Source: an optimization exercise on an open RTL-to-GDS flow (aim: small area). Production flows keep margins and buffers that such runs may drop.
RTL that was checked went through simulation tests only; none was proved equivalent to the original.
No activity file was given, so power comes from the tool's default toggle rates.

== birch ==
==> module dcpu16_alu, before the edit <==
module dcpu16_alu(output [23:0] m, input [15:0] x, input [7:0] y, input [15:0] z);
  wire [23:0] s [0:8];
  wire [23:0] c [0:8];
  assign s[0] = {8'd0, z};
  assign c[0] = 24'd0;
  genvar j, i;
  generate
    for (j = 0; j < 8; j = j + 1) begin : row
      wire [23:0] pp = {8'd0, x & {16{y[j]}}} << j;
      for (i = 0; i < 24; i = i + 1) begin : col
        wire a = s[j][i], b = pp[i], ci = (i > 0) ? c[j][i-1] : 1'b0;
        assign s[j+1][i] = a ^ b ^ ci;
        assign c[j+1][i] = (a & b) | (a & ci) | (b & ci);
      end
    end
  endgenerate
  assign m = s[8] + {c[8][22:0], 1'b0};
endmodule
clock: 10.0 ns
lec_check: 0
cap_margin: 0
core_margin: 2
core_utilization: 60
cts_buf_list: sky130_fd_sc_hd__clkbuf_16
cts_cluster_diameter: 100
cts_cluster_size: 20
slew_margin: 0
standard.sh (not shown) runs the stock make flow with config.mk's settings and CLKGATE_MAP_FILE= SYNTH_SCRIPT=/design/flow/synth_recipe.tcl, a recipe that flattens the netlist after the stock synthesis.
==> flow/flow/run.sh <==
#!/bin/bash
# Standard ORFS layout, with the port buffers made from the smallest buffer
# cell instead of the platform default. Each tool's output is logged by ORFS
# under orfs/logs; this script's own output goes to run_flow.log.
set -e
export BUFFER_PORTS_ARGS="-buffer_cell sky130_fd_sc_hd__buf_1"
bash standard.sh > run_flow.log 2>&1
Edits applied to the flow inputs when going from birch to maple:
==> flow/design.v, changed modules only <==
module dcpu16_alu (m, x, y, z);
  output [23:0] m;
  input [15:0] x;
  input [7:0] y;
  input [15:0] z;
  wire [23:0] p0 = {8'd0, x & {16{y[0]}}} << 0;
  wire [23:0] p1 = {8'd0, x & {16{y[1]}}} << 1;
  wire [23:0] p2 = {8'd0, x & {16{y[2]}}} << 2;
  wire [23:0] p3 = {8'd0, x & {16{y[3]}}} << 3;
  wire [23:0] p4 = {8'd0, x & {16{y[4]}}} << 4;
  wire [23:0] p5 = {8'd0, x & {16{y[5]}}} << 5;
  wire [23:0] p6 = {8'd0, x & {16{y[6]}}} << 6;
  wire [23:0] p7 = {8'd0, x & {16{y[7]}}} << 7;
  wire [23:0] zz = {8'd0, z};
  wire [23:0] s1 = zz ^ p0 ^ p1;
  wire [23:0] c1 = (zz & p0) | (zz & p1) | (p0 & p1);
  wire [23:0] k1 = {c1[22:0], 1'b0};
  wire [23:0] s2 = s1 ^ k1 ^ p2;
  wire [23:0] c2 = (s1 & k1) | (s1 & p2) | (k1 & p2);
  wire [23:0] k2 = {c2[22:0], 1'b0};
  wire [23:0] s3 = s2 ^ k2 ^ p3;
  wire [23:0] c3 = (s2 & k2) | (s2 & p3) | (k2 & p3);
  wire [23:0] k3 = {c3[22:0], 1'b0};
  wire [23:0] s4 = s3 ^ k3 ^ p4;
  wire [23:0] c4 = (s3 & k3) | (s3 & p4) | (k3 & p4);
  wire [23:0] k4 = {c4[22:0], 1'b0};
  wire [23:0] s5 = s4 ^ k4 ^ p5;
  wire [23:0] c5 = (s4 & k4) | (s4 & p5) | (k4 & p5);
  wire [23:0] k5 = {c5[22:0], 1'b0};
  wire [23:0] s6 = s5 ^ k5 ^ p6;
  wire [23:0] c6 = (s5 & k5) | (s5 & p6) | (k5 & p6);
  wire [23:0] k6 = {c6[22:0], 1'b0};
  wire [23:0] s7 = s6 ^ k6 ^ p7;
  wire [23:0] c7 = (s6 & k6) | (s6 & p7) | (k6 & p7);
  wire [23:0] k7 = {c7[22:0], 1'b0};
  assign m = s7 + k7;
endmodule
Findings:
Combinational share of power | maple below birch
The slew at the pin closest to its max-slew limit in maple sits 0.089 ns below the value recorded for birch.
Going from birch to maple, arithmetic-cell share of the synthesized area counting full adders, half adders and majority gates shows a reduction of 0.64 points, worst path setup slack after routing lost 0.097 ns, global placer's final weighted congestion has decreased.
maple vs. birch: tap cell instance count saw little to no change, signed area change from the synthesized netlist to the final layout has increased, vertical extent of the die has decreased, power in sequential cells dropped about 3%, post-layout instance count excluding filler cells shows a reduction of 63.
Final cell utilization of the core across maple and birch: no real change.
Compared to birch, maple has sum of internal, switching and leakage power about 4% lower.
birch reports its end point of the critical path as m0.regO[14] while maple reports m0.P[23].
The RTL of birch was laid out without a check of its function.

---

dcpu16_cpu, a different RTL version from the one above (not shown whole).
For scale: roughly 320 flip-flops, about 100 I/O pins, roughly 23000 sq um of cells after synthesis.
==> module dcpu16_ctl, before the edit <==
module dcpu16_ctl ( 
   ireg, pha, opc, rra, rwa, rwe, bra,
   CC, wpc, f_dti, clk, ena, rst
   );
   output [15:0] ireg;
   output [1:0]  pha;
   output [3:0]  opc;
   output [2:0]  rra,
		 rwa;
   output 	 rwe;
   output 	 bra;
   input 	 CC;
   input 	 wpc;
   input [15:0]  f_dti;
   input 	 clk,
		 ena,
		 rst;
   reg 			bra;
   reg [15:0] 		ireg;
   reg [3:0] 		opc;
   reg [1:0] 		pha;
   reg [2:0] 		rra;
   reg [2:0] 		rwa;
   reg 			rwe;
   wire [5:0] 		decA, decB;
   wire [3:0] 		decO;
   assign {decB, decA, decO} = ireg;
   wire 		Fbra = (ireg[4:0] == 5'h10);
   always @(posedge clk)
     if (rst)
       pha <= 2'h0;
     else if (ena)
       pha <= pha + 1;
   always @(posedge clk)
     if (rst) begin
	ireg <= 16'h0;
	opc <= 4'h0;
     end else if (ena & (pha == 2'o2)) begin
	ireg <= (wpc | Fbra) ? 16'd1 : f_dti;
	opc <= ireg[3:0];
     end
   reg _bra;
   always @(posedge clk)
     if (ena) begin
	if (pha == 2'o0)
	  {bra, _bra} <= {_bra & CC, (ireg[5:0] == 6'h10)};
	else
	  bra <= 1'b0;
     end
   reg _rwe;
   always @(posedge clk)
     if (rst)
       rwe <= 1'h0;
     else if (ena)
       rwe <= (pha == 2'o0) & _rwe & CC & (opc[3:2] != 2'o3);
   always @(posedge clk)
     if (ena) begin
	rra <= pha[0] ? decA[2:0] : decB[2:0];
	if (pha == 2'o2) begin
	   rwa <= decA[2:0];
	   _rwe <= (decA[5:3] == 3'o0) & (decO != 4'h0);
	end
     end
endmodule  
==> module dcpu16_regs, before the edit <==
module dcpu16_regs ( 
   rrd,
   rwd, rra, rwa, rwe, ena, clk
   );
   output [15:0] rrd;  
   input [15:0]  rwd;  
   input [2:0] 	 rra,  
		 rwa;  
   input 	 rwe;  
   input 	 ena,
		 clk;
   reg [15:0] 	 file [0:7];
   assign rrd = file[rra];
   always @(posedge clk)
     if (ena & rwe)
       file[rwa] <= rwd;
endmodule  
==> module dcpu16_cpu, before the edit <==
module dcpu16_cpu ( 
   g_wre, g_stb, g_dto, g_adr, f_wre, f_stb, f_dto, f_adr,
   rst, g_dti, g_ack, f_dti, f_ack, clk
   );
   output [15:0] f_adr;
   output [15:0] f_dto;
   output 	 f_stb;
   output 	 f_wre;
   output [15:0] g_adr;
   output [15:0] g_dto;
   output 	 g_stb;
   output 	 g_wre;
   input 	 clk;
   input 	 f_ack;
   input [15:0]  f_dti;
   input 	 g_ack;
   input [15:0]  g_dti;
   input 	 rst;
   wire 	 CC, bra, ena, rwe, wpc;
   wire [15:0] 	 ireg, rrd, rwd;
   wire [3:0] 	 opc;
   wire [1:0] 	 pha;
   wire [2:0] 	 rra, rwa;
   assign g_dto = f_dto;
   dcpu16_ctl
     c0 (.ireg(ireg), .pha(pha), .opc(opc), .rra(rra), .rwa(rwa), .rwe(rwe),
	 .bra(bra), .CC(CC), .wpc(wpc), .f_dti(f_dti), .clk(clk), .ena(ena),
	 .rst(rst));
   dcpu16_mbus
     m0 (.g_adr(g_adr), .g_stb(g_stb), .g_wre(g_wre), .f_adr(f_adr),
	 .f_stb(f_stb), .f_wre(f_wre), .f_dto(f_dto), .ena(ena), .wpc(wpc),
	 .rwd(rwd), .g_dti(g_dti), .g_ack(g_ack), .f_dti(f_dti), .f_ack(f_ack),
	 .bra(bra), .rrd(rrd), .ireg(ireg), .opc(opc), .pha(pha), .clk(clk),
	 .rst(rst), .CC(CC));
   dcpu16_regs
     r0 (.rrd(rrd), .rwd(rwd), .rra(rra), .rwa(rwa), .rwe(rwe), .ena(ena),
	 .clk(clk));
endmodule  
clock: 10.0 ns
lec_check: 0
cap_margin: 0
core_margin: 2
core_utilization: 60
cts_buf_list: sky130_fd_sc_hd__clkbuf_16
cts_cluster_diameter: 100
cts_cluster_size: 20
slew_margin: 0
Scripts as last shown in full above: flow/flow/run.sh
==> next run, changes <==
--- a/flow/design.v
+++ b/flow/design.v
@@ -55,10 +55,10 @@
    );
    output [15:0] ireg;
    output [1:0]  pha;
    output [3:0]  opc;
-   output [2:0]  rra,
-		 rwa;
+   output [7:0]  rra;  
+   output [2:0]  rwa;
    output 	 rwe;
    output 	 bra;
    input 	 CC;
    input 	 wpc;
@@ -69,9 +69,9 @@
    reg 			bra;
    reg [15:0] 		ireg;
    reg [3:0] 		opc;
    reg [1:0] 		pha;
-   reg [2:0] 		rra;
+   reg [7:0] 		rra;
    reg [2:0] 		rwa;
    reg 			rwe;
    wire [5:0] 		decA, decB;
    wire [3:0] 		decO;
@@ -105,9 +105,9 @@
      else if (ena)
        rwe <= (pha == 2'o0) & _rwe & CC & (opc[3:2] != 2'o3);
    always @(posedge clk)
      if (ena) begin
-	rra <= pha[0] ? decA[2:0] : decB[2:0];
+	rra <= 8'd1 << (pha[0] ? decA[2:0] : decB[2:0]);
 	if (pha == 2'o2) begin
 	   rwa <= decA[2:0];
 	   _rwe <= (decA[5:3] == 3'o0) & (decO != 4'h0);
 	end
@@ -362,15 +362,18 @@
    rwd, rra, rwa, rwe, ena, clk
    );
    output [15:0] rrd;  
    input [15:0]  rwd;  
-   input [2:0] 	 rra,  
-		 rwa;  
+   input [7:0] 	 rra;  
+   input [2:0] 	 rwa;  
    input 	 rwe;  
    input 	 ena,
 		 clk;
    reg [15:0] 	 file [0:7];
-   assign rrd = file[rra];
+   assign rrd = ({(16){rra[0]}} & file[0]) | ({(16){rra[1]}} & file[1]) |
+		({(16){rra[2]}} & file[2]) | ({(16){rra[3]}} & file[3]) |
+		({(16){rra[4]}} & file[4]) | ({(16){rra[5]}} & file[5]) |
+		({(16){rra[6]}} & file[6]) | ({(16){rra[7]}} & file[7]);
    always @(posedge clk)
      if (ena & rwe)
        file[rwa] <= rwd;
 endmodule  
@@ -395,9 +398,10 @@
    wire 	 CC, bra, ena, rwe, wpc;
    wire [15:0] 	 ireg, rrd, rwd;
    wire [3:0] 	 opc;
    wire [1:0] 	 pha;
-   wire [2:0] 	 rra, rwa;
+   wire [7:0] 	 rra;
+   wire [2:0] 	 rwa;
    assign g_dto = f_dto;
    dcpu16_ctl
      c0 (.ireg(ireg), .pha(pha), .opc(opc), .rra(rra), .rwa(rwa), .rwe(rwe),
 	 .bra(bra), .CC(CC), .wpc(wpc), .f_dti(f_dti), .clk(clk), .ena(ena),
Effect:
- clock skew decreases by 0.026 ns
- sequential cell count increases by 2
- cell area increases by 2.5%
- setup slack gets worse by 0.035 ns
- synthesized cell count increases by 2.1%
- synthesized area increases by 0.47%
For the first run of this note, only the layout was checked, not whether the RTL still works.

-- what the ideal ports hide --
The flow's constraints put no driver on any port. The routed layouts listed below were extracted and timed again, unchanged, in two steps. Step 1: set_driving_cell puts a clkbuf_16 on clk and a buf_2 on each other input, an assumption about the parent block. Step 2 moves the port delays by t, midway between the first and last clock arrival at a register: inputs arrive t later, outputs are due t later. That takes back most of the time a late clock gives input paths. a / b / c = ideal ports / drivers / drivers and shift; a / b = the first two.
run | shift t [ns] | slack for setup (ns) | worst setup path at the end
birch | 0.606 | 0.525 / 0.534 / -0.072 | input to register
maple | 0.615 | 0.429 / 0.425 / -0.190 | input to register
the first run of note 2 | 0.601 | 0.542 / 0.570 / -0.031 | input to register
the second run of note 2 | 0.604 | 0.507 / 0.531 / -0.059 | input to register
With both steps, setup timing fails in every run listed, where it was met with ideal ports. The setup slack of maple, which loses most, moves by -0.004 ns with the drivers and by -0.619 ns with both steps.
